Source: an optimization exercise on an open RTL-to-GDS flow (aim: small area and a short achievable clock period). Production flows keep margins and buffers that such runs may drop.
The RTL was checked by simulation tests, not by an equivalence proof against the original design.
Power and IR drop assume default switching activity.

== run A ==
==> flow/design.v (excerpt) <==
module balance_cntrl
# (parameter fast_sim=1)
(
input clk, rst_n,
input vld, pwr_up, rider_off,
input logic signed [15:0] ptch,
input logic signed [15:0] ptch_rt,
input logic [11:0] steer_pot,
input logic en_steer,
output logic signed [11:0] lft_spd,
output logic signed [11:0] rght_spd,
output logic too_fast
);
Size: about 75 I/O pins.
export LEC_CHECK = 0
export ABC_AREA = 1
export CAP_MARGIN = 20
export CORE_MARGIN = 2
export CORE_UTILIZATION = 65
export SLEW_MARGIN = 20
create_clock -name core_clock -period 35.0 [get_ports {clk}]
standard.sh (not shown) runs the stock make flow with config.mk's settings and CLKGATE_MAP_FILE= SYNTH_SCRIPT=/design/flow/synth_recipe.tcl, a recipe that flattens the netlist after the stock synthesis.
==> flow/flow/run.sh <==
#!/bin/bash
# Layout flow: the standard synthesis, then an inverter clean-up around the
# full-adder cells (polarity.py) and a re-map of the remaining gates
# (remap.tcl, ABC area script), then the standard layout steps with plain
# buf_1 port buffers and a setup-repair target of MARGIN ns.
set -euo pipefail
MARGIN=9
R=orfs/results/sky130hd/balance_cntrl/base
bash standard.sh  synth > 1_standard_synth.log 2>&1
cp $R/1_2_yosys.v std_1_2_yosys.v
python3 flow/polarity.py std_1_2_yosys.v pol.v > 2_polarity.log 2>&1
export REMAP_LIB=$FLOW_HOME/platforms/sky130hd/lib/sky130_fd_sc_hd__tt_025C_1v80.lib
export REMAP_DONT_USE="$(sed -n '/DONT_USE_CELLS += /,/^$/p' $FLOW_HOME/platforms/sky130hd/config.mk | grep -o 'sky130_fd_sc_hd__[a-z0-9_]*' | tr '\n' ' ')"
STA=$(dirname $(command -v openroad))/sta
best=""; bestm=""
for s in flow/abc_*.script; do
  k=$(basename $s .script)
  REMAP_IN=pol.v REMAP_OUT=remap_$k.v REMAP_ABC_SCRIPT=$s yosys -c flow/remap.tcl > 3_remap_$k.log 2>&1 || continue
  PICK_NET=remap_$k.v PICK_LIB=$REMAP_LIB PICK_SDC=constraint.sdc $STA -no_init -exit flow/pick.tcl > 3_pick_$k.log 2>&1 || continue
  line=$(grep '^PICK' 3_pick_$k.log) || continue
  m=$(echo "$line" | awk '{print $3 * (37.5 - $5 * 1e9)}')
  echo "$k $line metric $m" >> 3_pick_summary.log
  if [ -z "$bestm" ] || awk "BEGIN {exit !($m < $bestm)}"; then best=$k; bestm=$m; fi
done
echo "chosen $best" >> 3_pick_summary.log
cp remap_$best.v remap.v
cp remap.v $R/1_2_yosys.v
rm -f $R/1_synth.odb $R/1_synth.sdc
ARGS=( "BUFFER_PORTS_ARGS=-buffer_cell sky130_fd_sc_hd__buf_1")
LATE=1
if [ "$LATE" = "1" ]; then
  # floorplan (and its first sizing pass) without the setup-repair target
  bash standard.sh "${ARGS[@]}" floorplan > 4_standard_floorplan.log 2>&1
fi
if [ "$MARGIN" != "none" ]; then
  ARGS+=("SETUP_SLACK_MARGIN=$MARGIN")
fi
bash standard.sh "${ARGS[@]}" finish > 4_standard_finish.log 2>&1
Other scripts of this flow, unchanged in this note and not shown: flow/flow/abc_a.script, flow/flow/abc_b.script, flow/flow/abc_c.script, flow/flow/abc_e.script, flow/flow/abc_f.script, flow/flow/pick.tcl, flow/flow/polarity.py, flow/flow/remap.tcl
Relative to run A, the following input files were edited for run B:
Settings: swapping 65 for 70 in CORE_UTILIZATION.
-- flow/flow/run.sh --
<<< run A, line 7
MARGIN=9
>>> run B, line 7
MARGIN=9.5
<<< run A, line 29
ARGS=( "BUFFER_PORTS_ARGS=-buffer_cell sky130_fd_sc_hd__buf_1")
LATE=1
>>> run B, line 29
ARGS=( "BUFFER_PORTS_ARGS=-buffer_cell sky130_fd_sc_hd__buf_1" RECOVER_POWER=50)
LATE=0
[compare] base=run A new=run B: half-perimeter wire length of the detailed placement result up 820 um; timing-limited maximum frequency up about 1.4%.
Run comparison: run A timing endpoint of the critical path rght_spd[4]; run B timing endpoint of the critical path rght_spd[7]
In run B the implementation completed, yet the final layout does not meet the checks, the culprit being max-capacitance violations, max-slew violations.
On clock-pin slew of the registers on the worst-case setup and hold paths: run B sits above run A.
Looking at worst hold slack, run B sits 6.7 ps higher than run A does.
Modified inputs, run C compared to run B
-- flow/flow/run.sh --
<<< run B, line 7
MARGIN=9.5
>>> run C, line 7
MARGIN=9
<<< run B, line 29
ARGS=( "BUFFER_PORTS_ARGS=-buffer_cell sky130_fd_sc_hd__buf_1" RECOVER_POWER=50)
>>> run C, line 29
ARGS=( "BUFFER_PORTS_ARGS=-buffer_cell sky130_fd_sc_hd__buf_1")
[summary]
- Comparing run B against run C, there is no change at all in wire length of the first global-routing pass.
- Summary of run C over run B: final design area excluding fillers decreased 1.2%, worst hold slack after final layout essentially unchanged, final critical-path required period has increased, sequential share of layout area barely changed, setup slack of the critical path after layout now sits lower.
- Route | run C vs run B | wire shorter in run C
- Comparing critical path depth for run C and run B, the smaller number came from run B.
- | clock skew | run B vs run C | ≈ equal |
- Wire length on met2 was higher in run B than in run C.
- Of run C and run B, only run B fails to finish with a clean layout.
- Compared with run B, run C shows a lower power.
diff inputs: run C => run D
Settings: changing CORE_UTILIZATION from 70 to 65.
-- flow/flow/run.sh --
<<< run C, line 7
MARGIN=9
>>> run D, line 7
MARGIN=12
<<< run C, line 30
LATE=0
if [ "$LATE" = "1" ]; then
  # floorplan (and its first sizing pass) without the setup-repair target
  bash standard.sh "${ARGS[@]}" floorplan > 4_standard_floorplan.log 2>&1
fi
>>> run D, line 30
==> comparison <==
Run C reports its last element of the critical path as rght_spd[7] while run D reports rght_spd[4]. Number of buffers on the longest clock path came out exactly the same in run D and run C. Comparing run C against run D, there is no change at all in final-layout clock buffer total. From run C to run D the numbers moved as follows: share of total power consumed by net switching went down by 8.1 points, share of the cycle needed by the critical path after routing lower, die area climbed 900 um2, routed wire length shows an increase of 5500 um.
diff inputs: run D => run E
Settings: CORE_UTILIZATION now 70, was 65.
-- flow/flow/run.sh --
<<< run D, line 7
MARGIN=12
>>> run E, line 7
MARGIN=9.5
<<< run D, line 29
ARGS=( "BUFFER_PORTS_ARGS=-buffer_cell sky130_fd_sc_hd__buf_1")
>>> run E, line 29
ARGS=( "BUFFER_PORTS_ARGS=-buffer_cell sky130_fd_sc_hd__buf_1" RECOVER_POWER=100)
LATE=0
if [ "$LATE" = "1" ]; then
  # floorplan (and its first sizing pass) without the setup-repair target
  bash standard.sh "${ARGS[@]}" floorplan > 4_standard_floorplan.log 2>&1
fi
The layout from run E, despite a flow that completed every stage, fails the layout checks, with the failing checks listed as max-capacitance violations, max-slew violations.
On count of H-tree levels built during CTS, run D and run E are basically level.
Side by side, sequential share of layout area turned out higher in run E than in run D.
From run E to run D, initial antenna violation count did not move at all.
Wire length the detailed router placed on met1 went down by more than 10% going from run D to run E.
Summary of run E over run D: post-route standard cell area excluding fillers fell 18%, maximum clock frequency shows a reduction of 8.9%.
Layout-stage area growth over the synthesis result: run E < run D
NOTE: power share of the clock group in run E exceeds that of run D
The setup slack of run E is smaller than that of run D.

* * *

## job 1939
Another version of the RTL of balance_cntrl (not shown whole).
Size: roughly 1100 cells after synthesis, about 37 flip-flops, ~75 I/O pins, roughly 0.0092 mm² of cells after synthesis.
==> flow/config.mk <==
export PLATFORM = sky130hd
export DESIGN_NAME = balance_cntrl
export DESIGN_NICKNAME = balance_cntrl
export VERILOG_FILES = /design/flow/design.v
export SDC_FILE = /design/flow/constraint.sdc
export NUM_CORES = 4
export LEC_CHECK = 0
export ABC_AREA = 1
export CAP_MARGIN = 20
export CORE_MARGIN = 2
export CORE_UTILIZATION = 40
export SLEW_MARGIN = 20
==> flow/constraint.sdc <==
create_clock -name core_clock -period 35.0 [get_ports {clk}]
set_input_delay 7.0000 -clock core_clock [delete_from_list [all_inputs] [get_ports {clk}]]
set_output_delay 7.0000 -clock core_clock [all_outputs]
set_load 0.01 [all_outputs]
==> flow/flow/run.sh <==
#!/bin/bash
# Standard layout with a larger setup-repair target (repair_timing -setup_margin).
bash standard.sh SETUP_SLACK_MARGIN=10 finish > standard.log 2>&1
The final layout from job 1939, which completed every stage, passed the timing, DRC and antenna checks at the end of the flow.
For job 8624, these inputs were changed with respect to job 1939:
==> flow/flow/run.sh <==
#!/bin/bash
# Standard layout with a larger setup-repair target (repair_timing -setup_margin).
bash standard.sh SETUP_SLACK_MARGIN=14 finish > standard.log 2>&1
[summary]
- Looking at depth of the critical timing path with buffers and inverters included across job 1939 and job 8624, the one that comes out higher is job 8624.
- Of the two candidates, job 1939 has the worse setup slack after layout and job 8624 the better one.
- From job 1939 to job 8624 the numbers moved as follows: multi-input gate share of total cell area increased 0.78 points, minimum setup slack after placement increased 0.59 ns.

* * *

RTL: one of the versions met above, not the one the previous note started from.
Size in the first run: about 1100 cells after synthesis, ~75 I/O pins.
==> flow/config.mk <==
export PLATFORM = sky130hd
export DESIGN_NAME = balance_cntrl
export DESIGN_NICKNAME = balance_cntrl
export VERILOG_FILES = /design/flow/design.v
export SDC_FILE = /design/flow/constraint.sdc
export NUM_CORES = 4
export LEC_CHECK = 0
export ABC_AREA = 1
export CAP_MARGIN = 20
export CORE_MARGIN = 2
export CORE_UTILIZATION = 65
export SLEW_MARGIN = 20
==> flow/constraint.sdc <==
create_clock -name core_clock -period 35.0 [get_ports {clk}]
set_input_delay 7.0000 -clock core_clock [delete_from_list [all_inputs] [get_ports {clk}]]
set_output_delay 7.0000 -clock core_clock [all_outputs]
set_load 0.01 [all_outputs]
==> flow/flow/run.sh <==
#!/bin/bash
# Layout flow: the standard synthesis, then an inverter clean-up around the
# full-adder cells (polarity.py) and a re-map of the remaining gates
# (remap.tcl, ABC area script), then the standard layout steps with plain
# buf_1 port buffers and a setup-repair target of MARGIN ns.
set -euo pipefail
MARGIN=10
R=orfs/results/sky130hd/balance_cntrl/base
bash standard.sh  synth > 1_standard_synth.log 2>&1
cp $R/1_2_yosys.v std_1_2_yosys.v
python3 flow/polarity.py std_1_2_yosys.v pol.v > 2_polarity.log 2>&1
export REMAP_LIB=$FLOW_HOME/platforms/sky130hd/lib/sky130_fd_sc_hd__tt_025C_1v80.lib
export REMAP_DONT_USE="$(sed -n '/DONT_USE_CELLS += /,/^$/p' $FLOW_HOME/platforms/sky130hd/config.mk | grep -o 'sky130_fd_sc_hd__[a-z0-9_]*' | tr '\n' ' ')"
STA=$(dirname $(command -v openroad))/sta
best=""; bestm=""
for s in flow/abc_*.script; do
  k=$(basename $s .script)
  REMAP_IN=pol.v REMAP_OUT=remap_$k.v REMAP_ABC_SCRIPT=$s yosys -c flow/remap.tcl > 3_remap_$k.log 2>&1 || continue
  PICK_NET=remap_$k.v PICK_LIB=$REMAP_LIB PICK_SDC=constraint.sdc $STA -no_init -exit flow/pick.tcl > 3_pick_$k.log 2>&1 || continue
  line=$(grep '^PICK' 3_pick_$k.log) || continue
  m=$(echo "$line" | awk '{print $3 * (37.5 - $5 * 1e9)}')
  echo "$k $line metric $m" >> 3_pick_summary.log
  if [ -z "$bestm" ] || awk "BEGIN {exit !($m < $bestm)}"; then best=$k; bestm=$m; fi
done
echo "chosen $best" >> 3_pick_summary.log
cp remap_$best.v remap.v
cp remap.v $R/1_2_yosys.v
rm -f $R/1_synth.odb $R/1_synth.sdc
ARGS=( "BUFFER_PORTS_ARGS=-buffer_cell sky130_fd_sc_hd__buf_1")
if [ "$MARGIN" != "none" ]; then
  ARGS+=("SETUP_SLACK_MARGIN=$MARGIN")
fi
bash standard.sh "${ARGS[@]}" finish > 4_standard_finish.log 2>&1
Other scripts of this flow, unchanged in this note and not shown: flow/flow/abc_a.script, flow/flow/abc_b.script, flow/flow/abc_c.script, flow/flow/abc_e.script, flow/flow/abc_f.script, flow/flow/pick.tcl, flow/flow/polarity.py, flow/flow/remap.tcl
Then changed:
--- a/flow/flow/run.sh
+++ b/flow/flow/run.sh
@@ -5,5 +5,5 @@
 # buf_1 port buffers and a setup-repair target of MARGIN ns.
 set -euo pipefail
-MARGIN=10
+MARGIN=8.5
 R=orfs/results/sky130hd/balance_cntrl/base
 bash standard.sh  synth > 1_standard_synth.log 2>&1
@@ -28,4 +28,9 @@
 rm -f $R/1_synth.odb $R/1_synth.sdc
 ARGS=( "BUFFER_PORTS_ARGS=-buffer_cell sky130_fd_sc_hd__buf_1")
+LATE=0
+if [ "$LATE" = "1" ]; then
+  # floorplan (and its first sizing pass) without the setup-repair target
+  bash standard.sh "${ARGS[@]}" floorplan > 4_standard_floorplan.log 2>&1
+fi
 if [ "$MARGIN" != "none" ]; then
   ARGS+=("SETUP_SLACK_MARGIN=$MARGIN")
- CORE_UTILIZATION: 65 -> 70
After rerunning:
- The new run completed with no timing, DRC or antenna violations
- flip-flop and latch count stays the same
- global-route usage is higher by 3.5 points
- design area is lower by 4.9%
- worst setup slack got worse by 1100 ps
- sequential share of layout area is higher by 0.55 points
Then changed:
--- a/flow/flow/run.sh
+++ b/flow/flow/run.sh
@@ -5,5 +5,5 @@
 # buf_1 port buffers and a setup-repair target of MARGIN ns.
 set -euo pipefail
-MARGIN=8.5
+MARGIN=11
 R=orfs/results/sky130hd/balance_cntrl/base
 bash standard.sh  synth > 1_standard_synth.log 2>&1
@@ -28,9 +28,4 @@
 rm -f $R/1_synth.odb $R/1_synth.sdc
 ARGS=( "BUFFER_PORTS_ARGS=-buffer_cell sky130_fd_sc_hd__buf_1")
-LATE=0
-if [ "$LATE" = "1" ]; then
-  # floorplan (and its first sizing pass) without the setup-repair target
-  bash standard.sh "${ARGS[@]}" floorplan > 4_standard_floorplan.log 2>&1
-fi
 if [ "$MARGIN" != "none" ]; then
   ARGS+=("SETUP_SLACK_MARGIN=$MARGIN")
- CORE_UTILIZATION: 70 -> 65
What happened: Routed wire length went up by 18%. Worst setup slack gains 1500 ps. Global-route usage went down by 1.3 points. Design area goes up by 19%. Die area increases by 7.4%. Power goes up by 55%. Hold slack is worse by 11 ps. Final cell count increases by 6.9%.

[afterwards: timing with drivers on the ports]
The results above use ideal ports. As a check the final layouts listed here were re-extracted and re-timed, cells and wires unchanged.
Step 1, drivers: a clkbuf_16 drives clk and a buf_2 each remaining input, both assumed.
Step 2 times the ports against the registers' clock, not the clock port: input delays grow and output delays shrink by t, the midpoint of the rising clock arrivals with the driver on.
a / b / c = ideal ports / drivers / drivers and shift; a / b = the first two.
| run | t, ns | setup WS [ns] | latest minus earliest clock arrival (ns) | cell pins on the clock port's net |
|---|---|---|---|---|
| run A | 0.308 | 9.888 / 9.867 / 9.867 | 0.004 / 0.004 | 1 |
| run B | 0.313 | 10.246 / 10.220 / 10.220 | 0.011 / 0.010 | 1 |
| run C | 0.316 | 9.831 / 9.806 / 9.806 | 0.013 / 0.013 | 1 |
| run D | 0.310 | 10.681 / 10.643 / 10.643 | 0.005 / 0.005 | 1 |
| run E | 0.315 | 8.313 / 8.288 / 8.288 | 0.006 / 0.006 | 1 |
| job 1939 | 0.310 | 9.976 / 9.943 / 9.943 | 0.008 / 0.008 | 1 |
| job 8624 | 0.312 | 10.147 / 10.112 / 10.112 | 0.003 / 0.003 | 1 |
| the first run of note 3 | 0.307 | 10.559 / 10.513 / 10.513 | 0.003 / 0.003 | 1 |
| the second run of note 3 | 0.315 | 9.413 / 9.388 / 9.388 | 0.011 / 0.011 | 1 |
| the third run of note 3 | 0.309 | 10.885 / 10.844 / 10.844 | 0.005 / 0.004 | 1 |
The setup slack of the first run of note 3, which loses most, moves by -0.046 ns with the drivers and by -0.046 ns with both steps.
